From an optimization exercise on the open Yosys and OpenROAD flow, aimed at small area and a short achievable clock period; shortcuts taken in it are not production practice.
In this exercise RTL edits were held to simulation tests only and were not proved equivalent to the original.
Power is estimated from default activity; no workload was simulated.

## flow/run.sh

```bash
#!/bin/bash
# The standard layout, with buf_2 port buffers and a clock tree without dummy loads.
bash standard.sh \
  "BUFFER_PORTS_ARGS=-buffer_cell sky130_fd_sc_hd__buf_2" \
  "CTS_ARGS=-sink_clustering_enable -repair_clock_nets -dont_use_dummy_load -buf_list sky130_fd_sc_hd__clkbuf_8 -sink_clustering_size 14 -sink_clustering_max_diameter 50" \
  finish > standard.log 2>&1
```

## standard.sh

```bash
#!/bin/bash
# synth_recipe.tcl (not shown) runs the flow's synth.tcl, then flattens the netlist and writes it again
# the make line also repeats each setting of config.mk as NAME=value (left out here)
make -C /OpenROAD-flow-scripts/flow DESIGN_CONFIG=/design/flow/config.mk WORK_HOME=/design/flow/orfs CLKGATE_MAP_FILE= SYNTH_SCRIPT=/design/flow/synth_recipe.tcl "${@:-finish}"
```

## config.mk

```make
export PLATFORM = sky130hd
export DESIGN_NAME = sqrt_16s
export DESIGN_NICKNAME = sqrt_16s
export VERILOG_FILES = /design/flow/design.v
export SDC_FILE = /design/flow/constraint.sdc
export NUM_CORES = 4
export LEC_CHECK = 0
export ABC_AREA = 1
export CAP_MARGIN = 20
export CORE_MARGIN = 2
export CORE_UTILIZATION = 60
export SETUP_SLACK_MARGIN = 1.1
export SLEW_MARGIN = 20
```

## constraint.sdc

```tcl
create_clock -name core_clock -period 3.0 [get_ports {clk}]
set_input_delay 0.6000 -clock core_clock [delete_from_list [all_inputs] [get_ports {clk}]]
set_output_delay 0.6000 -clock core_clock [all_outputs]
set_load 0.01 [all_outputs]
```

## design.v

```verilog
module sqrt_16s (
    input         clk,
    input  [15:0] data_i,
    input         vld_i,
    output [15:0] data_o,
    output        vld_o
);
    function [6:0] tbl3;
        input [5:0] v;
        case (v)
            6'd0: tbl3 = {3'd0, 4'd0};
            6'd1: tbl3 = {3'd1, 4'd0};
            6'd2: tbl3 = {3'd1, 4'd1};
            6'd3: tbl3 = {3'd1, 4'd2};
            6'd4: tbl3 = {3'd2, 4'd0};
            6'd5: tbl3 = {3'd2, 4'd1};
            6'd6: tbl3 = {3'd2, 4'd2};
            6'd7: tbl3 = {3'd2, 4'd3};
            6'd8: tbl3 = {3'd2, 4'd4};
            6'd9: tbl3 = {3'd3, 4'd0};
            6'd10: tbl3 = {3'd3, 4'd1};
            6'd11: tbl3 = {3'd3, 4'd2};
            6'd12: tbl3 = {3'd3, 4'd3};
            6'd13: tbl3 = {3'd3, 4'd4};
            6'd14: tbl3 = {3'd3, 4'd5};
            6'd15: tbl3 = {3'd3, 4'd6};
            6'd16: tbl3 = {3'd4, 4'd0};
            6'd17: tbl3 = {3'd4, 4'd1};
            6'd18: tbl3 = {3'd4, 4'd2};
            6'd19: tbl3 = {3'd4, 4'd3};
            6'd20: tbl3 = {3'd4, 4'd4};
            6'd21: tbl3 = {3'd4, 4'd5};
            6'd22: tbl3 = {3'd4, 4'd6};
            6'd23: tbl3 = {3'd4, 4'd7};
            6'd24: tbl3 = {3'd4, 4'd8};
            6'd25: tbl3 = {3'd5, 4'd0};
            6'd26: tbl3 = {3'd5, 4'd1};
            6'd27: tbl3 = {3'd5, 4'd2};
            6'd28: tbl3 = {3'd5, 4'd3};
            6'd29: tbl3 = {3'd5, 4'd4};
            6'd30: tbl3 = {3'd5, 4'd5};
            6'd31: tbl3 = {3'd5, 4'd6};
            6'd32: tbl3 = {3'd5, 4'd7};
            6'd33: tbl3 = {3'd5, 4'd8};
            6'd34: tbl3 = {3'd5, 4'd9};
            6'd35: tbl3 = {3'd5, 4'd10};
            6'd36: tbl3 = {3'd6, 4'd0};
            6'd37: tbl3 = {3'd6, 4'd1};
            6'd38: tbl3 = {3'd6, 4'd2};
            6'd39: tbl3 = {3'd6, 4'd3};
            6'd40: tbl3 = {3'd6, 4'd4};
            6'd41: tbl3 = {3'd6, 4'd5};
            6'd42: tbl3 = {3'd6, 4'd6};
            6'd43: tbl3 = {3'd6, 4'd7};
            6'd44: tbl3 = {3'd6, 4'd8};
            6'd45: tbl3 = {3'd6, 4'd9};
            6'd46: tbl3 = {3'd6, 4'd10};
            6'd47: tbl3 = {3'd6, 4'd11};
            6'd48: tbl3 = {3'd6, 4'd12};
            6'd49: tbl3 = {3'd7, 4'd0};
            6'd50: tbl3 = {3'd7, 4'd1};
            6'd51: tbl3 = {3'd7, 4'd2};
            6'd52: tbl3 = {3'd7, 4'd3};
            6'd53: tbl3 = {3'd7, 4'd4};
            6'd54: tbl3 = {3'd7, 4'd5};
            6'd55: tbl3 = {3'd7, 4'd6};
            6'd56: tbl3 = {3'd7, 4'd7};
            6'd57: tbl3 = {3'd7, 4'd8};
            6'd58: tbl3 = {3'd7, 4'd9};
            6'd59: tbl3 = {3'd7, 4'd10};
            6'd60: tbl3 = {3'd7, 4'd11};
            6'd61: tbl3 = {3'd7, 4'd12};
            6'd62: tbl3 = {3'd7, 4'd13};
            6'd63: tbl3 = {3'd7, 4'd14};
            default: tbl3 = 7'bx;
        endcase
    endfunction
    wire [6:0] t3 = tbl3(data_i[15:10]);
    wire [2:0] q3 = t3[6:4];
    wire [3:0] r3 = t3[3:0];
    wire [9:0] x3 = data_i[9:0];
    wire [5:0] a4 = {r3, x3[9:8]};
    wire [5:0] b4 = {1'b0, q3, 2'b01};
    wire [5:0] g4_0 = ~a4 & b4;
    wire [5:0] p4_0 = ~a4 | b4;
    wire g4_1_1 = g4_0[1] | (p4_0[1] & g4_0[0]);
    wire p4_1_1 = p4_0[1] & p4_0[0];
    wire g4_1_3 = g4_0[3] | (p4_0[3] & g4_0[2]);
    wire p4_1_3 = p4_0[3] & p4_0[2];
    wire g4_1_5 = g4_0[5] | (p4_0[5] & g4_0[4]);
    wire p4_1_5 = p4_0[5] & p4_0[4];
    wire g4_2_3 = g4_1_3 | (p4_1_3 & g4_1_1);
    wire p4_2_3 = p4_1_3 & p4_1_1;
    wire g4_5_5 = g4_1_5 | (p4_1_5 & g4_2_3);
    wire p4_5_5 = p4_1_5 & p4_2_3;
    wire g4_6_2 = g4_0[2] | (p4_0[2] & g4_1_1);
    wire p4_6_2 = p4_0[2] & p4_1_1;
    wire g4_6_4 = g4_0[4] | (p4_0[4] & g4_2_3);
    wire p4_6_4 = p4_0[4] & p4_2_3;
    wire s4 = g4_5_5;
    wire [4:0] c4 = {g4_2_3, g4_6_2, g4_1_1, g4_0[0], 1'b0};
    wire [4:0] r4 = a4[4:0] ^ ({5{~s4}} & (b4[4:0] ^ c4));
    wire [3:0] q4 = {q3, ~s4};
    wire [7:0] x4 = x3[7:0];
    reg  [3:0] q_r4;
    always @(posedge clk) q_r4 <= q4;
    reg  [4:0] r_r4;
    always @(posedge clk) r_r4 <= r4;
    reg  [7:0] x_r4;
    always @(posedge clk) x_r4 <= x4;
    reg  [0:0] v_r4;
    always @(posedge clk) v_r4 <= vld_i;
    wire [6:0] a5 = {r_r4, x_r4[7:6]};
    wire [6:0] b5 = {1'b0, q_r4, 2'b01};
    wire [6:0] g5_0 = ~a5 & b5;
    wire [6:0] p5_0 = ~a5 | b5;
    wire g5_1_1 = g5_0[1] | (p5_0[1] & g5_0[0]);
    wire p5_1_1 = p5_0[1] & p5_0[0];
    wire g5_1_3 = g5_0[3] | (p5_0[3] & g5_0[2]);
    wire p5_1_3 = p5_0[3] & p5_0[2];
    wire g5_1_5 = g5_0[5] | (p5_0[5] & g5_0[4]);
    wire p5_1_5 = p5_0[5] & p5_0[4];
    wire g5_2_3 = g5_1_3 | (p5_1_3 & g5_1_1);
    wire p5_2_3 = p5_1_3 & p5_1_1;
    wire g5_5_5 = g5_1_5 | (p5_1_5 & g5_2_3);
    wire p5_5_5 = p5_1_5 & p5_2_3;
    wire g5_6_2 = g5_0[2] | (p5_0[2] & g5_1_1);
    wire p5_6_2 = p5_0[2] & p5_1_1;
    wire g5_6_4 = g5_0[4] | (p5_0[4] & g5_2_3);
    wire p5_6_4 = p5_0[4] & p5_2_3;
    wire g5_6_6 = g5_0[6] | (p5_0[6] & g5_5_5);
    wire p5_6_6 = p5_0[6] & p5_5_5;
    wire s5 = g5_6_6;
    wire [5:0] c5 = {g5_6_4, g5_2_3, g5_6_2, g5_1_1, g5_0[0], 1'b0};
    wire [5:0] r5 = a5[5:0] ^ ({6{~s5}} & (b5[5:0] ^ c5));
    wire [4:0] q5 = {q_r4, ~s5};
    wire [5:0] x5 = x_r4[5:0];
    reg  [4:0] q_r5;
    always @(posedge clk) q_r5 <= q5;
    reg  [5:0] r_r5;
    always @(posedge clk) r_r5 <= r5;
    reg  [5:0] x_r5;
    always @(posedge clk) x_r5 <= x5;
    reg  [0:0] v_r5;
    always @(posedge clk) v_r5 <= v_r4;
    wire [7:0] a6 = {r_r5, x_r5[5:4]};
    wire [7:0] b6 = {1'b0, q_r5, 2'b01};
    wire [7:0] g6_0 = ~a6 & b6;
    wire [7:0] p6_0 = ~a6 | b6;
    wire g6_1_1 = g6_0[1] | (p6_0[1] & g6_0[0]);
    wire p6_1_1 = p6_0[1] & p6_0[0];
    wire g6_1_3 = g6_0[3] | (p6_0[3] & g6_0[2]);
    wire p6_1_3 = p6_0[3] & p6_0[2];
    wire g6_1_5 = g6_0[5] | (p6_0[5] & g6_0[4]);
    wire p6_1_5 = p6_0[5] & p6_0[4];
    wire g6_1_7 = g6_0[7] | (p6_0[7] & g6_0[6]);
    wire p6_1_7 = p6_0[7] & p6_0[6];
    wire g6_2_3 = g6_1_3 | (p6_1_3 & g6_1_1);
    wire p6_2_3 = p6_1_3 & p6_1_1;
    wire g6_2_7 = g6_1_7 | (p6_1_7 & g6_1_5);
    wire p6_2_7 = p6_1_7 & p6_1_5;
    wire g6_3_7 = g6_2_7 | (p6_2_7 & g6_2_3);
    wire p6_3_7 = p6_2_7 & p6_2_3;
    wire g6_5_5 = g6_1_5 | (p6_1_5 & g6_2_3);
    wire p6_5_5 = p6_1_5 & p6_2_3;
    wire g6_6_2 = g6_0[2] | (p6_0[2] & g6_1_1);
    wire p6_6_2 = p6_0[2] & p6_1_1;
    wire g6_6_4 = g6_0[4] | (p6_0[4] & g6_2_3);
    wire p6_6_4 = p6_0[4] & p6_2_3;
    wire g6_6_6 = g6_0[6] | (p6_0[6] & g6_5_5);
    wire p6_6_6 = p6_0[6] & p6_5_5;
    wire s6 = g6_3_7;
    wire [6:0] c6 = {g6_5_5, g6_6_4, g6_2_3, g6_6_2, g6_1_1, g6_0[0], 1'b0};
    wire [6:0] r6 = a6[6:0] ^ ({7{~s6}} & (b6[6:0] ^ c6));
    wire [5:0] q6 = {q_r5, ~s6};
    wire [3:0] x6 = x_r5[3:0];
    reg  [5:0] q_r6;
    always @(posedge clk) q_r6 <= q6;
    reg  [6:0] r_r6;
    always @(posedge clk) r_r6 <= r6;
    reg  [3:0] x_r6;
    always @(posedge clk) x_r6 <= x6;
    reg  [0:0] v_r6;
    always @(posedge clk) v_r6 <= v_r5;
    wire [8:0] a7 = {r_r6, x_r6[3:2]};
    wire [8:0] b7 = {1'b0, q_r6, 2'b01};
    wire [8:0] g7_0 = ~a7 & b7;
    wire [8:0] p7_0 = ~a7 | b7;
    wire g7_1_1 = g7_0[1] | (p7_0[1] & g7_0[0]);
    wire p7_1_1 = p7_0[1] & p7_0[0];
    wire g7_1_3 = g7_0[3] | (p7_0[3] & g7_0[2]);
    wire p7_1_3 = p7_0[3] & p7_0[2];
    wire g7_1_5 = g7_0[5] | (p7_0[5] & g7_0[4]);
    wire p7_1_5 = p7_0[5] & p7_0[4];
    wire g7_1_7 = g7_0[7] | (p7_0[7] & g7_0[6]);
    wire p7_1_7 = p7_0[7] & p7_0[6];
    wire g7_2_3 = g7_1_3 | (p7_1_3 & g7_1_1);
    wire p7_2_3 = p7_1_3 & p7_1_1;
    wire g7_2_7 = g7_1_7 | (p7_1_7 & g7_1_5);
    wire p7_2_7 = p7_1_7 & p7_1_5;
    wire g7_3_7 = g7_2_7 | (p7_2_7 & g7_2_3);
    wire p7_3_7 = p7_2_7 & p7_2_3;
    wire g7_7_5 = g7_1_5 | (p7_1_5 & g7_2_3);
    wire p7_7_5 = p7_1_5 & p7_2_3;
    wire g7_8_2 = g7_0[2] | (p7_0[2] & g7_1_1);
    wire p7_8_2 = p7_0[2] & p7_1_1;
    wire g7_8_4 = g7_0[4] | (p7_0[4] & g7_2_3);
    wire p7_8_4 = p7_0[4] & p7_2_3;
    wire g7_8_6 = g7_0[6] | (p7_0[6] & g7_7_5);
    wire p7_8_6 = p7_0[6] & p7_7_5;
    wire g7_8_8 = g7_0[8] | (p7_0[8] & g7_3_7);
    wire p7_8_8 = p7_0[8] & p7_3_7;
    wire s7 = g7_8_8;
    wire [7:0] c7 = {g7_8_6, g7_7_5, g7_8_4, g7_2_3, g7_8_2, g7_1_1, g7_0[0], 1'b0};
    wire [7:0] r7 = a7[7:0] ^ ({8{~s7}} & (b7[7:0] ^ c7));
    wire [6:0] q7 = {q_r6, ~s7};
    wire [1:0] x7 = x_r6[1:0];
    reg  [6:0] q_r7;
    always @(posedge clk) q_r7 <= q7;
    reg  [7:0] r_r7;
    always @(posedge clk) r_r7 <= r7;
    reg  [1:0] x_r7;
    always @(posedge clk) x_r7 <= x7;
    reg  [0:0] v_r7;
    always @(posedge clk) v_r7 <= v_r6;
    wire [9:0] a8 = {r_r7, x_r7[1:0]};
    wire [9:0] b8 = {1'b0, q_r7, 2'b01};
    wire [9:0] g8_0 = ~a8 & b8;
    wire [9:0] p8_0 = ~a8 | b8;
    wire g8_1_1 = g8_0[1] | (p8_0[1] & g8_0[0]);
    wire p8_1_1 = p8_0[1] & p8_0[0];
    wire g8_1_3 = g8_0[3] | (p8_0[3] & g8_0[2]);
    wire p8_1_3 = p8_0[3] & p8_0[2];
    wire g8_1_5 = g8_0[5] | (p8_0[5] & g8_0[4]);
    wire p8_1_5 = p8_0[5] & p8_0[4];
    wire g8_1_7 = g8_0[7] | (p8_0[7] & g8_0[6]);
    wire p8_1_7 = p8_0[7] & p8_0[6];
    wire g8_1_9 = g8_0[9] | (p8_0[9] & g8_0[8]);
    wire p8_1_9 = p8_0[9] & p8_0[8];
    wire g8_2_3 = g8_1_3 | (p8_1_3 & g8_1_1);
    wire p8_2_3 = p8_1_3 & p8_1_1;
    wire g8_2_7 = g8_1_7 | (p8_1_7 & g8_1_5);
    wire p8_2_7 = p8_1_7 & p8_1_5;
    wire g8_3_7 = g8_2_7 | (p8_2_7 & g8_2_3);
    wire p8_3_7 = p8_2_7 & p8_2_3;
    wire g8_7_5 = g8_1_5 | (p8_1_5 & g8_2_3);
    wire p8_7_5 = p8_1_5 & p8_2_3;
    wire g8_7_9 = g8_1_9 | (p8_1_9 & g8_3_7);
    wire p8_7_9 = p8_1_9 & p8_3_7;
    wire g8_8_2 = g8_0[2] | (p8_0[2] & g8_1_1);
    wire p8_8_2 = p8_0[2] & p8_1_1;
    wire g8_8_4 = g8_0[4] | (p8_0[4] & g8_2_3);
    wire p8_8_4 = p8_0[4] & p8_2_3;
    wire g8_8_6 = g8_0[6] | (p8_0[6] & g8_7_5);
    wire p8_8_6 = p8_0[6] & p8_7_5;
    wire g8_8_8 = g8_0[8] | (p8_0[8] & g8_3_7);
    wire p8_8_8 = p8_0[8] & p8_3_7;
    wire s8 = g8_7_9;
    wire [8:0] c8 = {g8_3_7, g8_8_6, g8_7_5, g8_8_4, g8_2_3, g8_8_2, g8_1_1, g8_0[0], 1'b0};
    wire [8:0] r8 = a8[8:0] ^ ({9{~s8}} & (b8[8:0] ^ c8));
    wire [7:0] q8 = {q_r7, ~s8};
    reg  [7:0] q_r8;
    always @(posedge clk) q_r8 <= q8;
    reg  [8:0] r_r8;
    always @(posedge clk) r_r8 <= r8;
    reg  [0:0] v_r8;
    always @(posedge clk) v_r8 <= v_r7;
    wire [10:0] a9 = {r_r8, 2'b00};
    wire [10:0] b9 = {1'b0, q_r8, 2'b01};
    wire [10:0] g9_0 = ~a9 & b9;
    wire [10:0] p9_0 = ~a9 | b9;
    wire g9_1_1 = g9_0[1] | (p9_0[1] & g9_0[0]);
    wire p9_1_1 = p9_0[1] & p9_0[0];
    wire g9_1_3 = g9_0[3] | (p9_0[3] & g9_0[2]);
    wire p9_1_3 = p9_0[3] & p9_0[2];
    wire g9_1_5 = g9_0[5] | (p9_0[5] & g9_0[4]);
    wire p9_1_5 = p9_0[5] & p9_0[4];
    wire g9_1_7 = g9_0[7] | (p9_0[7] & g9_0[6]);
    wire p9_1_7 = p9_0[7] & p9_0[6];
    wire g9_1_9 = g9_0[9] | (p9_0[9] & g9_0[8]);
    wire p9_1_9 = p9_0[9] & p9_0[8];
    wire g9_2_3 = g9_1_3 | (p9_1_3 & g9_1_1);
    wire p9_2_3 = p9_1_3 & p9_1_1;
    wire g9_2_7 = g9_1_7 | (p9_1_7 & g9_1_5);
    wire p9_2_7 = p9_1_7 & p9_1_5;
    wire g9_3_7 = g9_2_7 | (p9_2_7 & g9_2_3);
    wire p9_3_7 = p9_2_7 & p9_2_3;
    wire g9_7_5 = g9_1_5 | (p9_1_5 & g9_2_3);
    wire p9_7_5 = p9_1_5 & p9_2_3;
    wire g9_7_9 = g9_1_9 | (p9_1_9 & g9_3_7);
    wire p9_7_9 = p9_1_9 & p9_3_7;
    wire g9_8_2 = g9_0[2] | (p9_0[2] & g9_1_1);
    wire p9_8_2 = p9_0[2] & p9_1_1;
    wire g9_8_4 = g9_0[4] | (p9_0[4] & g9_2_3);
    wire p9_8_4 = p9_0[4] & p9_2_3;
    wire g9_8_6 = g9_0[6] | (p9_0[6] & g9_7_5);
    wire p9_8_6 = p9_0[6] & p9_7_5;
    wire g9_8_8 = g9_0[8] | (p9_0[8] & g9_3_7);
    wire p9_8_8 = p9_0[8] & p9_3_7;
    wire g9_8_10 = g9_0[10] | (p9_0[10] & g9_7_9);
    wire p9_8_10 = p9_0[10] & p9_7_9;
    wire s9 = g9_8_10;
    wire [9:0] c9 = {g9_8_8, g9_3_7, g9_8_6, g9_7_5, g9_8_4, g9_2_3, g9_8_2, g9_1_1, g9_0[0], 1'b0};
    wire [9:0] r9 = a9[9:0] ^ ({10{~s9}} & (b9[9:0] ^ c9));
    wire [8:0] q9 = {q_r8, ~s9};
    reg  [8:0] q_r9;
    always @(posedge clk) q_r9 <= q9;
    reg  [9:0] r_r9;
    always @(posedge clk) r_r9 <= r9;
    reg  [0:0] v_r9;
    always @(posedge clk) v_r9 <= v_r8;
    wire [11:0] a10 = {r_r9, 2'b00};
    wire [11:0] b10 = {1'b0, q_r9, 2'b01};
    wire [11:0] g10_0 = ~a10 & b10;
    wire [11:0] p10_0 = ~a10 | b10;
    wire g10_1_1 = g10_0[1] | (p10_0[1] & g10_0[0]);
    wire p10_1_1 = p10_0[1] & p10_0[0];
    wire g10_1_3 = g10_0[3] | (p10_0[3] & g10_0[2]);
    wire p10_1_3 = p10_0[3] & p10_0[2];
    wire g10_1_5 = g10_0[5] | (p10_0[5] & g10_0[4]);
    wire p10_1_5 = p10_0[5] & p10_0[4];
    wire g10_1_7 = g10_0[7] | (p10_0[7] & g10_0[6]);
    wire p10_1_7 = p10_0[7] & p10_0[6];
    wire g10_1_9 = g10_0[9] | (p10_0[9] & g10_0[8]);
    wire p10_1_9 = p10_0[9] & p10_0[8];
    wire g10_1_11 = g10_0[11] | (p10_0[11] & g10_0[10]);
    wire p10_1_11 = p10_0[11] & p10_0[10];
    wire g10_2_3 = g10_1_3 | (p10_1_3 & g10_1_1);
    wire p10_2_3 = p10_1_3 & p10_1_1;
    wire g10_2_7 = g10_1_7 | (p10_1_7 & g10_1_5);
    wire p10_2_7 = p10_1_7 & p10_1_5;
    wire g10_2_11 = g10_1_11 | (p10_1_11 & g10_1_9);
    wire p10_2_11 = p10_1_11 & p10_1_9;
    wire g10_3_7 = g10_2_7 | (p10_2_7 & g10_2_3);
    wire p10_3_7 = p10_2_7 & p10_2_3;
    wire g10_6_11 = g10_2_11 | (p10_2_11 & g10_3_7);
    wire p10_6_11 = p10_2_11 & p10_3_7;
    wire g10_7_5 = g10_1_5 | (p10_1_5 & g10_2_3);
    wire p10_7_5 = p10_1_5 & p10_2_3;
    wire g10_7_9 = g10_1_9 | (p10_1_9 & g10_3_7);
    wire p10_7_9 = p10_1_9 & p10_3_7;
    wire g10_8_2 = g10_0[2] | (p10_0[2] & g10_1_1);
    wire p10_8_2 = p10_0[2] & p10_1_1;
    wire g10_8_4 = g10_0[4] | (p10_0[4] & g10_2_3);
    wire p10_8_4 = p10_0[4] & p10_2_3;
    wire g10_8_6 = g10_0[6] | (p10_0[6] & g10_7_5);
    wire p10_8_6 = p10_0[6] & p10_7_5;
    wire g10_8_8 = g10_0[8] | (p10_0[8] & g10_3_7);
    wire p10_8_8 = p10_0[8] & p10_3_7;
    wire g10_8_10 = g10_0[10] | (p10_0[10] & g10_7_9);
    wire p10_8_10 = p10_0[10] & p10_7_9;
    wire s10 = g10_6_11;
    wire [10:0] c10 = {g10_7_9, g10_8_8, g10_3_7, g10_8_6, g10_7_5, g10_8_4, g10_2_3, g10_8_2, g10_1_1, g10_0[0], 1'b0};
    wire [10:0] r10 = a10[10:0] ^ ({11{~s10}} & (b10[10:0] ^ c10));
    wire [9:0] q10 = {q_r9, ~s10};
    reg  [9:0] q_r10;
    always @(posedge clk) q_r10 <= q10;
    reg  [10:0] r_r10;
    always @(posedge clk) r_r10 <= r10;
    reg  [0:0] v_r10;
    always @(posedge clk) v_r10 <= v_r9;
    wire [12:0] a11 = {r_r10, 2'b00};
    wire [12:0] b11 = {1'b0, q_r10, 2'b01};
    wire [12:0] g11_0 = ~a11 & b11;
    wire [12:0] p11_0 = ~a11 | b11;
    wire g11_1_1 = g11_0[1] | (p11_0[1] & g11_0[0]);
    wire p11_1_1 = p11_0[1] & p11_0[0];
    wire g11_1_3 = g11_0[3] | (p11_0[3] & g11_0[2]);
    wire p11_1_3 = p11_0[3] & p11_0[2];
    wire g11_1_5 = g11_0[5] | (p11_0[5] & g11_0[4]);
    wire p11_1_5 = p11_0[5] & p11_0[4];
    wire g11_1_7 = g11_0[7] | (p11_0[7] & g11_0[6]);
    wire p11_1_7 = p11_0[7] & p11_0[6];
    wire g11_1_9 = g11_0[9] | (p11_0[9] & g11_0[8]);
    wire p11_1_9 = p11_0[9] & p11_0[8];
    wire g11_1_11 = g11_0[11] | (p11_0[11] & g11_0[10]);
    wire p11_1_11 = p11_0[11] & p11_0[10];
    wire g11_2_3 = g11_1_3 | (p11_1_3 & g11_1_1);
    wire p11_2_3 = p11_1_3 & p11_1_1;
    wire g11_2_7 = g11_1_7 | (p11_1_7 & g11_1_5);
    wire p11_2_7 = p11_1_7 & p11_1_5;
    wire g11_2_11 = g11_1_11 | (p11_1_11 & g11_1_9);
    wire p11_2_11 = p11_1_11 & p11_1_9;
    wire g11_3_7 = g11_2_7 | (p11_2_7 & g11_2_3);
    wire p11_3_7 = p11_2_7 & p11_2_3;
    wire g11_6_11 = g11_2_11 | (p11_2_11 & g11_3_7);
    wire p11_6_11 = p11_2_11 & p11_3_7;
    wire g11_7_5 = g11_1_5 | (p11_1_5 & g11_2_3);
    wire p11_7_5 = p11_1_5 & p11_2_3;
    wire g11_7_9 = g11_1_9 | (p11_1_9 & g11_3_7);
    wire p11_7_9 = p11_1_9 & p11_3_7;
    wire g11_8_2 = g11_0[2] | (p11_0[2] & g11_1_1);
    wire p11_8_2 = p11_0[2] & p11_1_1;
    wire g11_8_4 = g11_0[4] | (p11_0[4] & g11_2_3);
    wire p11_8_4 = p11_0[4] & p11_2_3;
    wire g11_8_6 = g11_0[6] | (p11_0[6] & g11_7_5);
    wire p11_8_6 = p11_0[6] & p11_7_5;
    wire g11_8_8 = g11_0[8] | (p11_0[8] & g11_3_7);
    wire p11_8_8 = p11_0[8] & p11_3_7;
    wire g11_8_10 = g11_0[10] | (p11_0[10] & g11_7_9);
    wire p11_8_10 = p11_0[10] & p11_7_9;
    wire g11_8_12 = g11_0[12] | (p11_0[12] & g11_6_11);
    wire p11_8_12 = p11_0[12] & p11_6_11;
    wire s11 = g11_8_12;
    wire [11:0] c11 = {g11_8_10, g11_7_9, g11_8_8, g11_3_7, g11_8_6, g11_7_5, g11_8_4, g11_2_3, g11_8_2, g11_1_1, g11_0[0], 1'b0};
    wire [11:0] r11 = a11[11:0] ^ ({12{~s11}} & (b11[11:0] ^ c11));
    wire [10:0] q11 = {q_r10, ~s11};
    reg  [10:0] q_r11;
    always @(posedge clk) q_r11 <= q11;
    reg  [11:0] r_r11;
    always @(posedge clk) r_r11 <= r11;
    reg  [0:0] v_r11;
    always @(posedge clk) v_r11 <= v_r10;
    wire [13:0] a12 = {r_r11, 2'b00};
    wire [13:0] b12 = {1'b0, q_r11, 2'b01};
    wire [13:0] g12_0 = ~a12 & b12;
    wire [13:0] p12_0 = ~a12 | b12;
    wire g12_1_1 = g12_0[1] | (p12_0[1] & g12_0[0]);
    wire p12_1_1 = p12_0[1] & p12_0[0];
    wire g12_1_3 = g12_0[3] | (p12_0[3] & g12_0[2]);
    wire p12_1_3 = p12_0[3] & p12_0[2];
    wire g12_1_5 = g12_0[5] | (p12_0[5] & g12_0[4]);
    wire p12_1_5 = p12_0[5] & p12_0[4];
    wire g12_1_7 = g12_0[7] | (p12_0[7] & g12_0[6]);
    wire p12_1_7 = p12_0[7] & p12_0[6];
    wire g12_1_9 = g12_0[9] | (p12_0[9] & g12_0[8]);
    wire p12_1_9 = p12_0[9] & p12_0[8];
    wire g12_1_11 = g12_0[11] | (p12_0[11] & g12_0[10]);
    wire p12_1_11 = p12_0[11] & p12_0[10];
    wire g12_1_13 = g12_0[13] | (p12_0[13] & g12_0[12]);
    wire p12_1_13 = p12_0[13] & p12_0[12];
    wire g12_2_3 = g12_1_3 | (p12_1_3 & g12_1_1);
    wire p12_2_3 = p12_1_3 & p12_1_1;
    wire g12_2_7 = g12_1_7 | (p12_1_7 & g12_1_5);
    wire p12_2_7 = p12_1_7 & p12_1_5;
    wire g12_2_11 = g12_1_11 | (p12_1_11 & g12_1_9);
    wire p12_2_11 = p12_1_11 & p12_1_9;
    wire g12_3_7 = g12_2_7 | (p12_2_7 & g12_2_3);
    wire p12_3_7 = p12_2_7 & p12_2_3;
    wire g12_6_11 = g12_2_11 | (p12_2_11 & g12_3_7);
    wire p12_6_11 = p12_2_11 & p12_3_7;
    wire g12_7_5 = g12_1_5 | (p12_1_5 & g12_2_3);
    wire p12_7_5 = p12_1_5 & p12_2_3;
    wire g12_7_9 = g12_1_9 | (p12_1_9 & g12_3_7);
    wire p12_7_9 = p12_1_9 & p12_3_7;
    wire g12_7_13 = g12_1_13 | (p12_1_13 & g12_6_11);
    wire p12_7_13 = p12_1_13 & p12_6_11;
    wire g12_8_2 = g12_0[2] | (p12_0[2] & g12_1_1);
    wire p12_8_2 = p12_0[2] & p12_1_1;
    wire g12_8_4 = g12_0[4] | (p12_0[4] & g12_2_3);
    wire p12_8_4 = p12_0[4] & p12_2_3;
    wire g12_8_6 = g12_0[6] | (p12_0[6] & g12_7_5);
    wire p12_8_6 = p12_0[6] & p12_7_5;
    wire g12_8_8 = g12_0[8] | (p12_0[8] & g12_3_7);
    wire p12_8_8 = p12_0[8] & p12_3_7;
    wire g12_8_10 = g12_0[10] | (p12_0[10] & g12_7_9);
    wire p12_8_10 = p12_0[10] & p12_7_9;
    wire g12_8_12 = g12_0[12] | (p12_0[12] & g12_6_11);
    wire p12_8_12 = p12_0[12] & p12_6_11;
    wire s12 = g12_7_13;
    wire [12:0] c12 = {g12_6_11, g12_8_10, g12_7_9, g12_8_8, g12_3_7, g12_8_6, g12_7_5, g12_8_4, g12_2_3, g12_8_2, g12_1_1, g12_0[0], 1'b0};
    wire [12:0] r12 = a12[12:0] ^ ({13{~s12}} & (b12[12:0] ^ c12));
    wire [11:0] q12 = {q_r11, ~s12};
    reg  [11:0] q_r12;
    always @(posedge clk) q_r12 <= q12;
    reg  [12:0] r_r12;
    always @(posedge clk) r_r12 <= r12;
    reg  [0:0] v_r12;
    always @(posedge clk) v_r12 <= v_r11;
    wire [14:0] a13 = {r_r12, 2'b00};
    wire [14:0] b13 = {1'b0, q_r12, 2'b01};
    wire [14:0] g13_0 = ~a13 & b13;
    wire [14:0] p13_0 = ~a13 | b13;
    wire g13_1_1 = g13_0[1] | (p13_0[1] & g13_0[0]);
    wire p13_1_1 = p13_0[1] & p13_0[0];
    wire g13_1_3 = g13_0[3] | (p13_0[3] & g13_0[2]);
    wire p13_1_3 = p13_0[3] & p13_0[2];
    wire g13_1_5 = g13_0[5] | (p13_0[5] & g13_0[4]);
    wire p13_1_5 = p13_0[5] & p13_0[4];
    wire g13_1_7 = g13_0[7] | (p13_0[7] & g13_0[6]);
    wire p13_1_7 = p13_0[7] & p13_0[6];
    wire g13_1_9 = g13_0[9] | (p13_0[9] & g13_0[8]);
    wire p13_1_9 = p13_0[9] & p13_0[8];
    wire g13_1_11 = g13_0[11] | (p13_0[11] & g13_0[10]);
    wire p13_1_11 = p13_0[11] & p13_0[10];
    wire g13_1_13 = g13_0[13] | (p13_0[13] & g13_0[12]);
    wire p13_1_13 = p13_0[13] & p13_0[12];
    wire g13_2_3 = g13_1_3 | (p13_1_3 & g13_1_1);
    wire p13_2_3 = p13_1_3 & p13_1_1;
    wire g13_2_7 = g13_1_7 | (p13_1_7 & g13_1_5);
    wire p13_2_7 = p13_1_7 & p13_1_5;
    wire g13_2_11 = g13_1_11 | (p13_1_11 & g13_1_9);
    wire p13_2_11 = p13_1_11 & p13_1_9;
    wire g13_3_7 = g13_2_7 | (p13_2_7 & g13_2_3);
    wire p13_3_7 = p13_2_7 & p13_2_3;
    wire g13_6_11 = g13_2_11 | (p13_2_11 & g13_3_7);
    wire p13_6_11 = p13_2_11 & p13_3_7;
    wire g13_7_5 = g13_1_5 | (p13_1_5 & g13_2_3);
    wire p13_7_5 = p13_1_5 & p13_2_3;
    wire g13_7_9 = g13_1_9 | (p13_1_9 & g13_3_7);
    wire p13_7_9 = p13_1_9 & p13_3_7;
    wire g13_7_13 = g13_1_13 | (p13_1_13 & g13_6_11);
    wire p13_7_13 = p13_1_13 & p13_6_11;
    wire g13_8_2 = g13_0[2] | (p13_0[2] & g13_1_1);
    wire p13_8_2 = p13_0[2] & p13_1_1;
    wire g13_8_4 = g13_0[4] | (p13_0[4] & g13_2_3);
    wire p13_8_4 = p13_0[4] & p13_2_3;
    wire g13_8_6 = g13_0[6] | (p13_0[6] & g13_7_5);
    wire p13_8_6 = p13_0[6] & p13_7_5;
    wire g13_8_8 = g13_0[8] | (p13_0[8] & g13_3_7);
    wire p13_8_8 = p13_0[8] & p13_3_7;
    wire g13_8_10 = g13_0[10] | (p13_0[10] & g13_7_9);
    wire p13_8_10 = p13_0[10] & p13_7_9;
    wire g13_8_12 = g13_0[12] | (p13_0[12] & g13_6_11);
    wire p13_8_12 = p13_0[12] & p13_6_11;
    wire g13_8_14 = g13_0[14] | (p13_0[14] & g13_7_13);
    wire p13_8_14 = p13_0[14] & p13_7_13;
    wire s13 = g13_8_14;
    wire [13:0] c13 = {g13_8_12, g13_6_11, g13_8_10, g13_7_9, g13_8_8, g13_3_7, g13_8_6, g13_7_5, g13_8_4, g13_2_3, g13_8_2, g13_1_1, g13_0[0], 1'b0};
    wire [13:0] r13 = a13[13:0] ^ ({14{~s13}} & (b13[13:0] ^ c13));
    wire [12:0] q13 = {q_r12, ~s13};
    reg  [12:0] q_r13;
    always @(posedge clk) q_r13 <= q13;
    reg  [13:0] r_r13;
    always @(posedge clk) r_r13 <= r13;
    reg  [0:0] v_r13;
    always @(posedge clk) v_r13 <= v_r12;
    wire [15:0] a14 = {r_r13, 2'b00};
    wire [15:0] b14 = {1'b0, q_r13, 2'b01};
    wire [15:0] g14_0 = ~a14 & b14;
    wire [15:0] p14_0 = ~a14 | b14;
    wire g14_1_1 = g14_0[1] | (p14_0[1] & g14_0[0]);
    wire p14_1_1 = p14_0[1] & p14_0[0];
    wire g14_1_3 = g14_0[3] | (p14_0[3] & g14_0[2]);
    wire p14_1_3 = p14_0[3] & p14_0[2];
    wire g14_1_5 = g14_0[5] | (p14_0[5] & g14_0[4]);
    wire p14_1_5 = p14_0[5] & p14_0[4];
    wire g14_1_7 = g14_0[7] | (p14_0[7] & g14_0[6]);
    wire p14_1_7 = p14_0[7] & p14_0[6];
    wire g14_1_9 = g14_0[9] | (p14_0[9] & g14_0[8]);
    wire p14_1_9 = p14_0[9] & p14_0[8];
    wire g14_1_11 = g14_0[11] | (p14_0[11] & g14_0[10]);
    wire p14_1_11 = p14_0[11] & p14_0[10];
    wire g14_1_13 = g14_0[13] | (p14_0[13] & g14_0[12]);
    wire p14_1_13 = p14_0[13] & p14_0[12];
    wire g14_1_15 = g14_0[15] | (p14_0[15] & g14_0[14]);
    wire p14_1_15 = p14_0[15] & p14_0[14];
    wire g14_2_3 = g14_1_3 | (p14_1_3 & g14_1_1);
    wire p14_2_3 = p14_1_3 & p14_1_1;
    wire g14_2_7 = g14_1_7 | (p14_1_7 & g14_1_5);
    wire p14_2_7 = p14_1_7 & p14_1_5;
    wire g14_2_11 = g14_1_11 | (p14_1_11 & g14_1_9);
    wire p14_2_11 = p14_1_11 & p14_1_9;
    wire g14_2_15 = g14_1_15 | (p14_1_15 & g14_1_13);
    wire p14_2_15 = p14_1_15 & p14_1_13;
    wire g14_3_7 = g14_2_7 | (p14_2_7 & g14_2_3);
    wire p14_3_7 = p14_2_7 & p14_2_3;
    wire g14_3_15 = g14_2_15 | (p14_2_15 & g14_2_11);
    wire p14_3_15 = p14_2_15 & p14_2_11;
    wire g14_4_15 = g14_3_15 | (p14_3_15 & g14_3_7);
    wire p14_4_15 = p14_3_15 & p14_3_7;
    wire g14_6_11 = g14_2_11 | (p14_2_11 & g14_3_7);
    wire p14_6_11 = p14_2_11 & p14_3_7;
    wire g14_7_5 = g14_1_5 | (p14_1_5 & g14_2_3);
    wire p14_7_5 = p14_1_5 & p14_2_3;
    wire g14_7_9 = g14_1_9 | (p14_1_9 & g14_3_7);
    wire p14_7_9 = p14_1_9 & p14_3_7;
    wire g14_7_13 = g14_1_13 | (p14_1_13 & g14_6_11);
    wire p14_7_13 = p14_1_13 & p14_6_11;
    wire g14_8_2 = g14_0[2] | (p14_0[2] & g14_1_1);
    wire p14_8_2 = p14_0[2] & p14_1_1;
    wire g14_8_4 = g14_0[4] | (p14_0[4] & g14_2_3);
    wire p14_8_4 = p14_0[4] & p14_2_3;
    wire g14_8_6 = g14_0[6] | (p14_0[6] & g14_7_5);
    wire p14_8_6 = p14_0[6] & p14_7_5;
    wire g14_8_8 = g14_0[8] | (p14_0[8] & g14_3_7);
    wire p14_8_8 = p14_0[8] & p14_3_7;
    wire g14_8_10 = g14_0[10] | (p14_0[10] & g14_7_9);
    wire p14_8_10 = p14_0[10] & p14_7_9;
    wire g14_8_12 = g14_0[12] | (p14_0[12] & g14_6_11);
    wire p14_8_12 = p14_0[12] & p14_6_11;
    wire g14_8_14 = g14_0[14] | (p14_0[14] & g14_7_13);
    wire p14_8_14 = p14_0[14] & p14_7_13;
    wire s14 = g14_4_15;
    wire [14:0] c14 = {g14_7_13, g14_8_12, g14_6_11, g14_8_10, g14_7_9, g14_8_8, g14_3_7, g14_8_6, g14_7_5, g14_8_4, g14_2_3, g14_8_2, g14_1_1, g14_0[0], 1'b0};
    wire [14:0] r14 = a14[14:0] ^ ({15{~s14}} & (b14[14:0] ^ c14));
    wire [13:0] q14 = {q_r13, ~s14};
    reg  [13:0] q_r14;
    always @(posedge clk) q_r14 <= q14;
    reg  [14:0] r_r14;
    always @(posedge clk) r_r14 <= r14;
    reg  [0:0] v_r14;
    always @(posedge clk) v_r14 <= v_r13;
    wire [16:0] a15 = {r_r14, 2'b00};
    wire [16:0] b15 = {1'b0, q_r14, 2'b01};
    wire [16:0] g15_0 = ~a15 & b15;
    wire [16:0] p15_0 = ~a15 | b15;
    wire g15_1_1 = g15_0[1] | (p15_0[1] & g15_0[0]);
    wire p15_1_1 = p15_0[1] & p15_0[0];
    wire g15_1_3 = g15_0[3] | (p15_0[3] & g15_0[2]);
    wire p15_1_3 = p15_0[3] & p15_0[2];
    wire g15_1_5 = g15_0[5] | (p15_0[5] & g15_0[4]);
    wire p15_1_5 = p15_0[5] & p15_0[4];
    wire g15_1_7 = g15_0[7] | (p15_0[7] & g15_0[6]);
    wire p15_1_7 = p15_0[7] & p15_0[6];
    wire g15_1_9 = g15_0[9] | (p15_0[9] & g15_0[8]);
    wire p15_1_9 = p15_0[9] & p15_0[8];
    wire g15_1_11 = g15_0[11] | (p15_0[11] & g15_0[10]);
    wire p15_1_11 = p15_0[11] & p15_0[10];
    wire g15_1_13 = g15_0[13] | (p15_0[13] & g15_0[12]);
    wire p15_1_13 = p15_0[13] & p15_0[12];
    wire g15_1_15 = g15_0[15] | (p15_0[15] & g15_0[14]);
    wire p15_1_15 = p15_0[15] & p15_0[14];
    wire g15_2_3 = g15_1_3 | (p15_1_3 & g15_1_1);
    wire p15_2_3 = p15_1_3 & p15_1_1;
    wire g15_2_7 = g15_1_7 | (p15_1_7 & g15_1_5);
    wire p15_2_7 = p15_1_7 & p15_1_5;
    wire g15_2_11 = g15_1_11 | (p15_1_11 & g15_1_9);
    wire p15_2_11 = p15_1_11 & p15_1_9;
    wire g15_2_15 = g15_1_15 | (p15_1_15 & g15_1_13);
    wire p15_2_15 = p15_1_15 & p15_1_13;
    wire g15_3_7 = g15_2_7 | (p15_2_7 & g15_2_3);
    wire p15_3_7 = p15_2_7 & p15_2_3;
    wire g15_3_15 = g15_2_15 | (p15_2_15 & g15_2_11);
    wire p15_3_15 = p15_2_15 & p15_2_11;
    wire g15_4_15 = g15_3_15 | (p15_3_15 & g15_3_7);
    wire p15_4_15 = p15_3_15 & p15_3_7;
    wire g15_8_11 = g15_2_11 | (p15_2_11 & g15_3_7);
    wire p15_8_11 = p15_2_11 & p15_3_7;
    wire g15_9_5 = g15_1_5 | (p15_1_5 & g15_2_3);
    wire p15_9_5 = p15_1_5 & p15_2_3;
    wire g15_9_9 = g15_1_9 | (p15_1_9 & g15_3_7);
    wire p15_9_9 = p15_1_9 & p15_3_7;
    wire g15_9_13 = g15_1_13 | (p15_1_13 & g15_8_11);
    wire p15_9_13 = p15_1_13 & p15_8_11;
    wire g15_10_2 = g15_0[2] | (p15_0[2] & g15_1_1);
    wire p15_10_2 = p15_0[2] & p15_1_1;
    wire g15_10_4 = g15_0[4] | (p15_0[4] & g15_2_3);
    wire p15_10_4 = p15_0[4] & p15_2_3;
    wire g15_10_6 = g15_0[6] | (p15_0[6] & g15_9_5);
    wire p15_10_6 = p15_0[6] & p15_9_5;
    wire g15_10_8 = g15_0[8] | (p15_0[8] & g15_3_7);
    wire p15_10_8 = p15_0[8] & p15_3_7;
    wire g15_10_10 = g15_0[10] | (p15_0[10] & g15_9_9);
    wire p15_10_10 = p15_0[10] & p15_9_9;
    wire g15_10_12 = g15_0[12] | (p15_0[12] & g15_8_11);
    wire p15_10_12 = p15_0[12] & p15_8_11;
    wire g15_10_14 = g15_0[14] | (p15_0[14] & g15_9_13);
    wire p15_10_14 = p15_0[14] & p15_9_13;
    wire g15_10_16 = g15_0[16] | (p15_0[16] & g15_4_15);
    wire p15_10_16 = p15_0[16] & p15_4_15;
    wire s15 = g15_10_16;
    wire [15:0] c15 = {g15_10_14, g15_9_13, g15_10_12, g15_8_11, g15_10_10, g15_9_9, g15_10_8, g15_3_7, g15_10_6, g15_9_5, g15_10_4, g15_2_3, g15_10_2, g15_1_1, g15_0[0], 1'b0};
    wire [15:0] r15 = a15[15:0] ^ ({16{~s15}} & (b15[15:0] ^ c15));
    wire [14:0] q15 = {q_r14, ~s15};
    reg  [14:0] q_r15;
    always @(posedge clk) q_r15 <= q15;
    reg  [15:0] r_r15;
    always @(posedge clk) r_r15 <= r15;
    reg  [0:0] v_r15;
    always @(posedge clk) v_r15 <= v_r14;
    wire [17:0] a16 = {r_r15, 2'b00};
    wire [17:0] b16 = {1'b0, q_r15, 2'b01};
    wire [17:0] g16_0 = ~a16 & b16;
    wire [17:0] p16_0 = ~a16 | b16;
    wire g16_1_1 = g16_0[1] | (p16_0[1] & g16_0[0]);
    wire p16_1_1 = p16_0[1] & p16_0[0];
    wire g16_1_3 = g16_0[3] | (p16_0[3] & g16_0[2]);
    wire p16_1_3 = p16_0[3] & p16_0[2];
    wire g16_1_5 = g16_0[5] | (p16_0[5] & g16_0[4]);
    wire p16_1_5 = p16_0[5] & p16_0[4];
    wire g16_1_7 = g16_0[7] | (p16_0[7] & g16_0[6]);
    wire p16_1_7 = p16_0[7] & p16_0[6];
    wire g16_1_9 = g16_0[9] | (p16_0[9] & g16_0[8]);
    wire p16_1_9 = p16_0[9] & p16_0[8];
    wire g16_1_11 = g16_0[11] | (p16_0[11] & g16_0[10]);
    wire p16_1_11 = p16_0[11] & p16_0[10];
    wire g16_1_13 = g16_0[13] | (p16_0[13] & g16_0[12]);
    wire p16_1_13 = p16_0[13] & p16_0[12];
    wire g16_1_15 = g16_0[15] | (p16_0[15] & g16_0[14]);
    wire p16_1_15 = p16_0[15] & p16_0[14];
    wire g16_1_17 = g16_0[17] | (p16_0[17] & g16_0[16]);
    wire p16_1_17 = p16_0[17] & p16_0[16];
    wire g16_2_3 = g16_1_3 | (p16_1_3 & g16_1_1);
    wire p16_2_3 = p16_1_3 & p16_1_1;
    wire g16_2_7 = g16_1_7 | (p16_1_7 & g16_1_5);
    wire p16_2_7 = p16_1_7 & p16_1_5;
    wire g16_2_11 = g16_1_11 | (p16_1_11 & g16_1_9);
    wire p16_2_11 = p16_1_11 & p16_1_9;
    wire g16_2_15 = g16_1_15 | (p16_1_15 & g16_1_13);
    wire p16_2_15 = p16_1_15 & p16_1_13;
    wire g16_3_7 = g16_2_7 | (p16_2_7 & g16_2_3);
    wire p16_3_7 = p16_2_7 & p16_2_3;
    wire g16_3_15 = g16_2_15 | (p16_2_15 & g16_2_11);
    wire p16_3_15 = p16_2_15 & p16_2_11;
    wire g16_4_15 = g16_3_15 | (p16_3_15 & g16_3_7);
    wire p16_4_15 = p16_3_15 & p16_3_7;
    wire g16_8_11 = g16_2_11 | (p16_2_11 & g16_3_7);
    wire p16_8_11 = p16_2_11 & p16_3_7;
    wire g16_9_5 = g16_1_5 | (p16_1_5 & g16_2_3);
    wire p16_9_5 = p16_1_5 & p16_2_3;
    wire g16_9_9 = g16_1_9 | (p16_1_9 & g16_3_7);
    wire p16_9_9 = p16_1_9 & p16_3_7;
    wire g16_9_13 = g16_1_13 | (p16_1_13 & g16_8_11);
    wire p16_9_13 = p16_1_13 & p16_8_11;
    wire g16_9_17 = g16_1_17 | (p16_1_17 & g16_4_15);
    wire p16_9_17 = p16_1_17 & p16_4_15;
    wire g16_10_2 = g16_0[2] | (p16_0[2] & g16_1_1);
    wire p16_10_2 = p16_0[2] & p16_1_1;
    wire g16_10_4 = g16_0[4] | (p16_0[4] & g16_2_3);
    wire p16_10_4 = p16_0[4] & p16_2_3;
    wire g16_10_6 = g16_0[6] | (p16_0[6] & g16_9_5);
    wire p16_10_6 = p16_0[6] & p16_9_5;
    wire g16_10_8 = g16_0[8] | (p16_0[8] & g16_3_7);
    wire p16_10_8 = p16_0[8] & p16_3_7;
    wire g16_10_10 = g16_0[10] | (p16_0[10] & g16_9_9);
    wire p16_10_10 = p16_0[10] & p16_9_9;
    wire g16_10_12 = g16_0[12] | (p16_0[12] & g16_8_11);
    wire p16_10_12 = p16_0[12] & p16_8_11;
    wire g16_10_14 = g16_0[14] | (p16_0[14] & g16_9_13);
    wire p16_10_14 = p16_0[14] & p16_9_13;
    wire g16_10_16 = g16_0[16] | (p16_0[16] & g16_4_15);
    wire p16_10_16 = p16_0[16] & p16_4_15;
    wire s16 = g16_9_17;
    wire [15:0] q16 = {q_r15, ~s16};
    reg  [15:0] q_r16;
    always @(posedge clk) q_r16 <= q16;
    reg  [0:0] v_r16;
    always @(posedge clk) v_r16 <= v_r15;
    assign data_o = q_r16;
    assign vld_o  = v_r16;
endmodule
```

==> impl_metrics.yaml, run 1 <==
timing:
  hold_viol_final: 0
  tightest_slew_ns: 0.6576
  setup_violations: 0
  rsz0062_at_grt: "yes"
  max_slew_margin_pct: 56.16
  setup_tns_ns: 0
  max_freq_mhz: 559.7
  min_period_over_period_pct: 59.56
  timing.hold.ws_ns: 0.1235
  skew_ns: 0.05115
  finalMaxSlewViolations: 0
  fin_crit_ns: 1.787
job:
  maxCapViolCount: 0
cts:
  clock-sinks: 275
  clk_latency_ns: 0.57
  cts_max_level: 1
  root_buffer: "clkbuf_8"
  clkSlewWorstSetupHoldPaths_ns: 0.08
  numCtsBuffers: 29
  clockBufferDepth: 3
  cts_hold_buf: 0
  cts_tree: "yes"
synth:
  seq_area_frac_synth_pct: 48.43
  synth_top_area_share_pct: 48.43
  synth_edf_count: 0
  synth_area_per_cell_um2: 7.878
  syn_inst: 1443
  synth_area_um2: 11370
  yosysTopAreaCell: "dfxtp_1"
  ys_async_sr_fraction_pct: 0
  syn_nets: 1470
  synth-main-ff-cell: "dfxtp_1"
  ys_warn_count: 1
  ys_ff_latch: 275
  synthTopCellsByArea: "dfxtp_1 (48%), nand2_1 (12%), inv_1 (8.0%)"
  synth_cell_types: 41
worst_setup_path:
  reg2reg_to: "r_r7[1]"
  crit_type: "reg2reg"
  timing.critical_path.from_type: "register"
  path_common_cell: "nand2_1"
  r2r_start: "q_r6[0]"
  crit_family: "simple AND/OR/NAND/NOR gates"
  r2r_slack_ns: 1.21
  cp_max_fo: 11
  crit_buf_inv: 0
  worstPathCellList: "nand2_1 > a21oi_2 > nand2_1 > a21oi_4 > nand3_1 > nand2_1 > nand2_4 > ha_1 > xor2_1"
  crit_arrival_ns: 2.21
  cp_data_required_time_ns: 3.42
  reg2reg_depth: 9
  endpoint_kind: "register"
  slowest_delay_ns: 0.40
  crit_path_top_delay_cell: "dfxtp_1"
placement:
  gp_congestion: 0.8143
  port_buffers: 34
  dp_hpwl_mm: 14.26
pwr:
  power_leakage_nw: 6.392
  intPower_mw: 8.975
  ir_drop_mv: 0.6386
  p_sw_share_pct: 42.07
  clockPowerShare_pct: 12.6
  power.switching_mw: 6.519
  seqPwrFrac_pct: 39.2
  combPwrFrac_pct: 48.2
  cellPowerDensity_nw_per_um2: 1246
  power.total_mw: 15.49
drt:
  drt.antenna.violating_nets: 0
  wl_per_cell_um: 10.80
  dr.first_iter.drc_count: 253
  wirelength_mm: 18.79
  dr.pass1.iters: 4
  drc: 0
  vias: 8434
  via_per_inst: 4.850
grt:
  grt_overflow: 0
  grt_pass1_wl_mm: 32.95
  grt_max_degree: 17
  grt_pass1_vias: 7952
  antenna_found_initial: 0
  grt_util_all_layers_pct: 19.54
floorplan:
  core_um2: 18640
  initial_core_util_pct: 60.98
  boundaryPins: 35
  die_h_um: 141.7
  row_count: 50
  die_w_um: 141.7
  die_area_um2: 20060
finish:
  multi_input_area_um2: 5042
  areaGrowthSynthToFinish_pct: 9.344
  final_core_util_pct: 66.68
  drive_above_1_share_pct: 13.02
  nFillCells: 1566
  diodes: 0
  final_nets: 1534
  regArea_um2: 5512
hold_path:
  hold_start: "data_i[4]"
  hp-class: "in2reg"
  holdPathStages: 1
  whs_endpoint: "x_r4[4]"
outcome:
  status: "timing/DRC/antenna clean"
==> cell type report <==
| cell class | instances | area share (%) |
|---|---|---|
| Multi-Input combinational cell | 908 | 40.56 |
| Sequential cell | 275 | 44.34 |
| Tap cell | 234 | 2.355 |
| Inverter | 253 | 7.801 |
| Timing Repair Buffer | 40 | 1.731 |
| Clock buffer | 29 | 3.211 |
==> placed cells by master (no fill, tap or decap), types with 14 or more instances in the layout <==
master    netlist  final
nand2_1       361    344
dfxtp_1       275    270
inv_1         243    239
nand3_1       105    103
xor2_1         90     90
nor2_1         77     72
o21ai_0        66     63
buf_2           1     34
a21oi_1        36     33
nand2_2        20     32
clkbuf_8        0     29
xnor2_1        21     21
or2_2          17     16
nand4_1        16     16
nand3_2        13     14
==> routing by layer <==
layer	wire length, µm	vias up	track usage (%)
li1	-	4586	-
met1	7862	3716	21.17
met2	9926	105	38.50
met3	660	27	3.307
met4	338	0	5.947
met5	0	-	0
==> metrics by stage <==
| stage | cells | cell area [µm²] | setup slack, ns |
|---|---|---|---|
| final | 1739 | 12430 | 1.213 |
| after CTS | 1733 | 12230 | 1.101 |
| after floorplan | 1443 | 11430 | 1.048 |
| after detailed placement | 1704 | 11820 | 0.6944 |
| after global routing | 1739 | 12430 | 1.068 |
| after global placement | 1704 | 11820 | 0.7424 |
==> synth_stat cells, types with 13 or more instances <==
cell type and number:
dfxtp_1 275, nor2_1 77, o21ai_0 66, nand3_2 13, nand4_1 16, nand2_2 20, a21oi_1 36, inv_1 243
nand2_1 361, xor2_1 90, xnor2_1 21, or2_2 17, nand3_1 105
==> worst max-delay path by stage <==
stage	start	end	slack, ns	cells after the start
floorplan	data_i[10]	r_r4[1]	1.05	12
global placement	data_i[11]	r_r4[1]	0.74	13
detailed placement	data_i[11]	r_r4[1]	0.69	13
CTS	x_r7[0]	r_r8[1]	1.10	12
global route	x_r7[0]	r_r8[1]	1.07	12
finish	q_r6[0]	r_r7[1]	1.21	9
==> power by group through the flow <==
stage | Combinational (mW) | Clock (mW) | Sequential [mW]
2_1_floorplan | 5.99 | 0 | 5.95
6_report | 7.46 | 1.95 | 6.08
5_1_grt | 8.67 | 2.20 | 6.28
4_1_cts | 7.17 | 2.05 | 6.07
3_5_place_dp | 7.14 | 0 | 6.15
3_3_place_gp | 6.93 | 0 | 6.13
==> sequential cells by signal, summed over array words and instances (netlist names), 11 cells and up <==
register	count
q_r16	16
q_r15	15
q_r14	14
r_r15	14
q_r13	13
r_r14	13
q_r12	12
r_r13	12
q_r11	11
r_r12	11
==> timing repair <==
item | CTS | global route
resized for setup | 3 | 49
setup buffers | 0 | 6
pin swaps | 2 | 7
endpoints found under the setup margin | 1 | 69
==> cells by family (layout without fill, tap and decap cells) <==
group                    Yosys count  count (layout)  synth area share, %
adder cells (fa/ha/maj)           12              12                1.255
AO/OA/AOI/OAI                    146             146                7.737
buffers and inverters            260             322                8.992
flip-flops                       275             275                48.43
XOR/XNOR                         111             111                8.552
AND/OR/NAND/NOR                  639             639                25.04
==> run 2, diff against run 1 <==
--- a/config.mk
+++ b/config.mk
@@ -9,5 +9,5 @@
 export CAP_MARGIN = 20
 export CORE_MARGIN = 2
-export CORE_UTILIZATION = 60
+export CORE_UTILIZATION = 75
 export SETUP_SLACK_MARGIN = 1.1
 export SLEW_MARGIN = 20
==> run 2 against run 1 <==
- still clean
- clock power decreased by 6%
- largest power group unchanged
- die area decreased by 19%
- combinational power increased by 3.9%
==> impl_metrics.yaml, run 2 <==
outcome:
  status: "timing/DRC/antenna clean"
floorplan:
  boundaryPins: 35
  die_h_um: 127.1
  die_area_um2: 16160
  row_count: 44
  die_w_um: 127.1
  initial_core_util_pct: 77.63
  core_um2: 14640
synth:
  synth_cell_types: 41
  synth_top_area_share_pct: 48.43
  syn_nets: 1470
  synth_area_per_cell_um2: 7.878
  ys_warn_count: 1
  synth_compound_area_share_pct: 7.737
  synth_edf_count: 0
  ys_ff_latch: 275
  synth_xor_area_share_pct: 8.552
  synth_area_um2: 11370
  seq_area_frac_synth_pct: 48.43
  synth-main-ff-cell: "dfxtp_1"
  ys_async_sr_fraction_pct: 0
  yosysTopAreaCell: "dfxtp_1"
  synthAdderAreaFrac_pct: 1.255
  syn_inst: 1443
  synthSimpleGateAreaFrac_pct: 25.04
  synth_top_family_by_area: "simple AND/OR/NAND/NOR gates"
  synthTopCellsByCount: "nand2_1 (361), dfxtp_1 (275), inv_1 (243), nand3_1 (105), xor2_1 (90)"
  synth_mux_area_share_pct: 0
  yosysMostFrequentCell: "nand2_1"
  synthTopCellsByArea: "dfxtp_1 (48%), nand2_1 (12%), inv_1 (8.0%)"
cts:
  clkSlewWorstSetupHoldPaths_ns: 0.08
  cts_max_level: 1
  clock-sinks: 275
  numCtsBuffers: 25
  root_buffer: "clkbuf_8"
  clk_latency_ns: 0.54
  clockBufferDepth: 3
  cts_tree: "yes"
  cts_hold_buf: 0
pwr:
  p_sw_share_pct: 43.41
  cellPowerDensity_nw_per_um2: 1274
  intPower_mw: 8.879
  ir_drop_mv: 0.8293
  clockPowerShare_pct: 11.6
  power.switching_mw: 6.810
  combPwrFrac_pct: 49.4
  power_leakage_nw: 6.377
  seqPwrFrac_pct: 39.0
finish:
  final_cell_mix: "nand2_1 (349), dfxtp_1 (270), inv_1 (239), nand3_1 (104), xor2_1 (89)"
  final_core_util_pct: 84.13
  largestRegisters: "q_r16 (16), q_r15 (15)"
  drive_above_1_share_pct: 12.49
  largest-register: "q_r16"
  layout_commonest_cell: "nand2_1"
  nFillCells: 900
  areaGrowthSynthToFinish_pct: 8.364
  final_nets: 1534
  largest_reg_flops: 16
  diodes: 0
timing:
  hold_viol_final: 0
  layout_setup_ws_ns: 1.091
  skew_ns: 0.02960
  setup_violations: 0
  finalMaxSlewViolations: 0
  setup_tns_ns: 0
  max_freq_mhz: 523.8
  max_slew_margin_pct: 61.94
  rsz0062_at_grt: "yes"
  fin_crit_ns: 1.909
  tightest_slew_ns: 0.5709
  timing.hold.ws_ns: 0.1526
  min_period_over_period_pct: 63.64
hold_path:
  hp-class: "in2reg"
  holdPathStages: 1
worst_setup_path:
  r2r_slack_ns: 1.09
  crit_family: "simple AND/OR/NAND/NOR gates"
  crit_arrival_ns: 2.34
  crit_path_top_delay_cell: "dfxtp_1"
  reg2reg_depth: 10
  cp_data_required_time_ns: 3.43
  slowest_delay_ns: 0.34
  cp_max_fo: 9
  crit_cells: 10
  path_common_cell: "nand2_1"
  endpoint_kind: "register"
  crit_buf_inv: 1
  timing.critical_path.from_type: "register"
  worstPathCellList: "inv_1 > nand2_1 > a21oi_2 > nand2_2 > a21oi_4 > nand3_1 > nand2_1 > nand2_4 > ha_1 > xor2_1"
  crit_type: "reg2reg"
drt:
  wirelength_mm: 20.78
  drt.antenna.violating_nets: 0
  drc: 0
  via_per_inst: 5.208
  vias: 8797
  dr.first_iter.drc_count: 440
  wl_per_cell_um: 12.30
  dr.pass1.iters: 5
placement:
  port_buffers: 34
  place_ws_ns: 0.7164
  gp_congestion: 0.8492
  dp_hpwl_mm: 14.97
grt:
  grt_overflow: 0
  grt_pass1_vias: 8507
  antenna_found_initial: 0
  grt_util_all_layers_pct: 25.01
  grt_pass1_wl_mm: 34.47
  grt_max_degree: 17
job:
  maxCapViolCount: 0
run 2: area by class of cell:
type / instances / area, µm² / area share [%]
repair buffers: 44 / 245.2 / 1.991
well taps: 184 / 230.2 / 1.869
flip-flops and latches: 275 / 5512 / 44.74
multi-input cells: 908 / 5026 / 40.80
inverters: 253 / 962.2 / 7.810
clock buffers: 25 / 344.1 / 2.793
run 2: final timing paths:
kind,start,to
setup reg to reg,x_r6[2],r_r7[1]
setup / recovery,x_r6[2],r_r7[1]
hold reg to reg,v_r8,v_r9
hold / removal,data_i[0],x_r4[0]
run 2: cells by family after synthesis:
group | after synthesis
and+or+nand+nor | 639
DFF | 275
buffers and inverters | 260
AOI/OAI and AO/OA | 146
xor gates and xnor gates | 111
adders and majority gates | 12
run 2: timing repair:
action,4_1_cts,5_1_grt
endpoints found under the setup margin,6,68
gates resized for setup,6,33
pin swaps,1,10
setup buffers,1,9
run 2: metal layers:
layer | share of wire, % | GRT usage, % | vias up
met5 | 0 | 0 | -
met4 | 2.2 | 8.403 | 0
met3 | 3.2 | 3.141 | 40
met2 | 55 | 51.08 | 160
met1 | 39 | 25.99 | 4012
li1 | - | - | 4585
run 2: power groups by stage:
stage                     logic [mW]  registers [mW]  clock network [mW]
final                           7.75            6.12                1.83
after global routing            8.84            6.28                1.97
after CTS                       7.34            6.09                1.86
after detailed placement        7.22            6.17                   0
after global placement          6.81            6.11                   0
after floorplan                 5.99            5.95                   0
run 2: stage by stage:
stage          power (mW)  cells  cell area [µm²]
2_1_floorplan       11.94   1443            11430
3_3_place_gp        12.92   1654            11760
3_5_place_dp        13.39   1654            11760
4_1_cts             15.29   1680            12130
5_1_grt             17.09   1689            12320
6_report            15.69   1689            12320
==> run 3, diff against run 2 <==
==> flow/run.sh (replaced) <==
#!/bin/bash
# The standard layout, with buf_2 port buffers and a clock tree without dummy loads.
bash standard.sh \
  "BUFFER_PORTS_ARGS=-buffer_cell sky130_fd_sc_hd__buf_2" \
  "CTS_ARGS=-sink_clustering_enable -repair_clock_nets -dont_use_dummy_load -buf_list sky130_fd_sc_hd__clkbuf_16 -sink_clustering_size 24 -sink_clustering_max_diameter 60" \
  finish > standard.log 2>&1
--- a/config.mk
+++ b/config.mk
@@ -9,5 +9,5 @@
 export CAP_MARGIN = 20
 export CORE_MARGIN = 2
-export CORE_UTILIZATION = 75
-export SETUP_SLACK_MARGIN = 1.1
+export CORE_UTILIZATION = 40
+export SETUP_SLACK_MARGIN = 1.2
 export SLEW_MARGIN = 20
==> run 3 against run 2 <==
- still clean
- global-route usage fell by 13 points
- area after synthesis did not move
- die area rose by 84%
- hold slack improved by 0.046 ns
- combinational power rose by 5.3%
- power rose by 6.1%
- final cell count rose by 12%
- synthesized cell count did not move
- count of clock-buffer cells in the layout fell by 4
- critical endpoint is now r_r4[1]
==> impl_metrics.yaml, run 3 <==
pwr:
  cellPowerDensity_nw_per_um2: 1262
  power.total_mw: 16.65
  power_leakage_nw: 6.618
  ir_drop_mv: 0.6922
synth:
  ys_ff_latch: 275
  synthTopCellsByCount: "nand2_1 (361), dfxtp_1 (275), inv_1 (243), nand3_1 (105), xor2_1 (90)"
  synth-main-ff-cell: "dfxtp_1"
  synth_top_area_share_pct: 48.43
  yosysMostFrequentCell: "nand2_1"
  synthSimpleGateAreaFrac_pct: 25.04
  synth_xor_area_share_pct: 8.552
  synth_top_family_by_area: "simple AND/OR/NAND/NOR gates"
  yosysTopAreaCell: "dfxtp_1"
  ys_async_sr_fraction_pct: 0
  synth_area_per_cell_um2: 7.878
  synth_mux_area_share_pct: 0
  synth_compound_area_share_pct: 7.737
  syn_inst: 1443
  synth_area_um2: 11370
  synth_cell_types: 41
  synthTopCellsByArea: "dfxtp_1 (48%), nand2_1 (12%), inv_1 (8.0%)"
  seq_area_frac_synth_pct: 48.43
  syn_nets: 1470
  ys_warn_count: 1
  synthAdderAreaFrac_pct: 1.255
  synth_edf_count: 0
cts:
  cts_max_level: 1
  clk_latency_ns: 0.51
  clock-sinks: 275
  root_buffer: "clkbuf_16"
  cts_tree: "yes"
  clockBufferDepth: 3
  numCtsBuffers: 21
  clkSlewWorstSetupHoldPaths_ns: 0.08
worst_setup_path:
  crit_arrival_ns: 2.13
  crit_type: "in2reg"
  cp_max_fo: 6
  worstPathCellList: "buf_8 > ha_4 > or2_4 > o21ai_2 > nand3_1 > o211ai_1 > nand2_1 > nand2_2 > nand2_2 > nand3_2 > nand2_4 > ha_4 > xor2_1"
  timing.critical_path.from_type: "input pin"
  r2r_slack_ns: 1.28
  cp_data_required_time_ns: 3.35
  r2r_start: "r_r7[0]"
  crit_end: "r_r4[1]"
  endpoint_kind: "register"
  cp-startpoint: "data_i[11]"
  reg2reg_depth: 12
  reg2reg_to: "r_r8[1]"
  slowest_delay_ns: 0.25
  crit_family: "simple AND/OR/NAND/NOR gates"
  crit_buf_inv: 1
  crit_cells: 13
  crit_path_top_delay_cell: "or2_4"
finish:
  drive_above_1_share_pct: 17.81
  largestRegisters: "q_r16 (16), q_r15 (15)"
  layout_commonest_cell: "nand2_1"
  final_nets: 1551
  areaGrowthSynthToFinish_pct: 16.03
  final_cell_mix: "nand2_1 (332), dfxtp_1 (251), inv_1 (235), nand3_1 (97), xor2_1 (90)"
  largest_reg_flops: 16
  largest-register: "q_r16"
  diodes: 0
  final_core_util_pct: 47.35
timing:
  max_slew_margin_pct: 41.58
  skew_ns: 0.04640
  timing.hold.ws_ns: 0.1989
  rsz0062_at_grt: "yes"
  fin_crit_ns: 1.781
  setup_violations: 0
  layout_setup_ws_ns: 1.219
  finalMaxSlewViolations: 0
  max_freq_mhz: 561.5
  min_period_over_period_pct: 59.36
  tightest_slew_ns: 0.8763
  hold_viol_final: 0
  setup_tns_ns: 0
floorplan:
  initial_core_util_pct: 40.81
  die_w_um: 172.6
  die_h_um: 172.6
  boundaryPins: 35
  row_count: 61
  core_um2: 27860
  die_area_um2: 29790
drt:
  vias: 8589
  via_per_inst: 4.521
  drt.antenna.violating_nets: 0
  wl_per_cell_um: 10.16
  wirelength_mm: 19.31
  drc: 0
  dr.first_iter.drc_count: 276
  dr.pass1.iters: 4
job:
  maxCapViolCount: 0
placement:
  place_ws_ns: 0.6356
  port_buffers: 34
  dp_hpwl_mm: 13.95
  gp_congestion: 0.8213
grt:
  grt_util_all_layers_pct: 12.18
  grt_overflow: 0
  grt_pass1_wl_mm: 31.53
  grt_pass1_vias: 8022
  antenna_found_initial: 0
  grt_max_degree: 24
outcome:
  status: "timing/DRC/antenna clean"
hold_path:
  hp-class: "in2reg"
==> run 3: cell counts after synthesis <==
Identical to the previous run, type by type.
==> run 3: stage by stage <==
step / instances / area, µm²
6_report: 1900 / 13190
5_1_grt: 1900 / 13190
4_1_cts: 1871 / 12630
3_5_place_dp: 1848 / 12030
3_3_place_gp: 1848 / 12030
2_1_floorplan: 1443 / 11460
==> run 3: cell type report <==
class,instances,area [µm²]
fillers,2672,14670
clock buffers,21,525.5
multi-input cells,912,5268
repair buffers,60,384.1
repair inverters,1,6.256
flip-flops and latches,275,5535
well taps,378,473.0
inverters,253,998.5
==> run 3: worst min-delay path by stage <==
stage          endpoint       from  cells after the start  slack, ns
2_1_floorplan     v_r10       v_r9                      0       0.31
3_3_place_gp      v_r11      v_r10                      0       0.31
3_5_place_dp      v_r14      v_r13                      0       0.31
4_1_cts         x_r4[3]  data_i[3]                      1       0.17
5_1_grt         x_r4[4]  data_i[4]                      1       0.18
6_report        x_r4[1]  data_i[1]                      1       0.20
==> run 3: repair_timing <==
item | CTS | global route
cloned | 0 | 5
buffers inserted | 2 | 24
pin swaps | 6 | 44
hold buffers | 0 | 0
endpoints found under the setup margin | 25 | 88
resized for setup | 14 | 120
endpoints found under the hold margin | 0 | 0
==> run 3: report_power, final <==
group | total (mW) | switching [mW] | internal, mW
sequential | 6.10 | 0.906 | 5.20
clock | 2.38 | 1.15 | 1.23
combinational | 8.16 | 4.85 | 3.32
==> run 3: cell families after synthesis <==
family                     Yosys count
buffers and inverters              260
AOI/OAI and AO/OA                  146
xor gates and xnor gates           111
and+or+nand+nor                    639
DFF                                275
adders and majority gates           12
==> run 3: layer usage <==
layer / vias to the layer above / share of wire (%) / track usage, %
met1: 3812 / 39 / 11.01
met4: 0 / 3.6 / 5.484
li1: 4624 / - / -
met5: - / 0 / 0
met2: 107 / 55 / 25.84
met3: 46 / 2.6 / 1.913

Setup slack of run 3, layout unchanged: 1.219 ns with ideal ports, 1.227 ns with driving cells assumed (clock clkbuf_16, inputs buf_2), 0.695 ns with port delays also shifted by the 0.532 ns mid clock arrival.
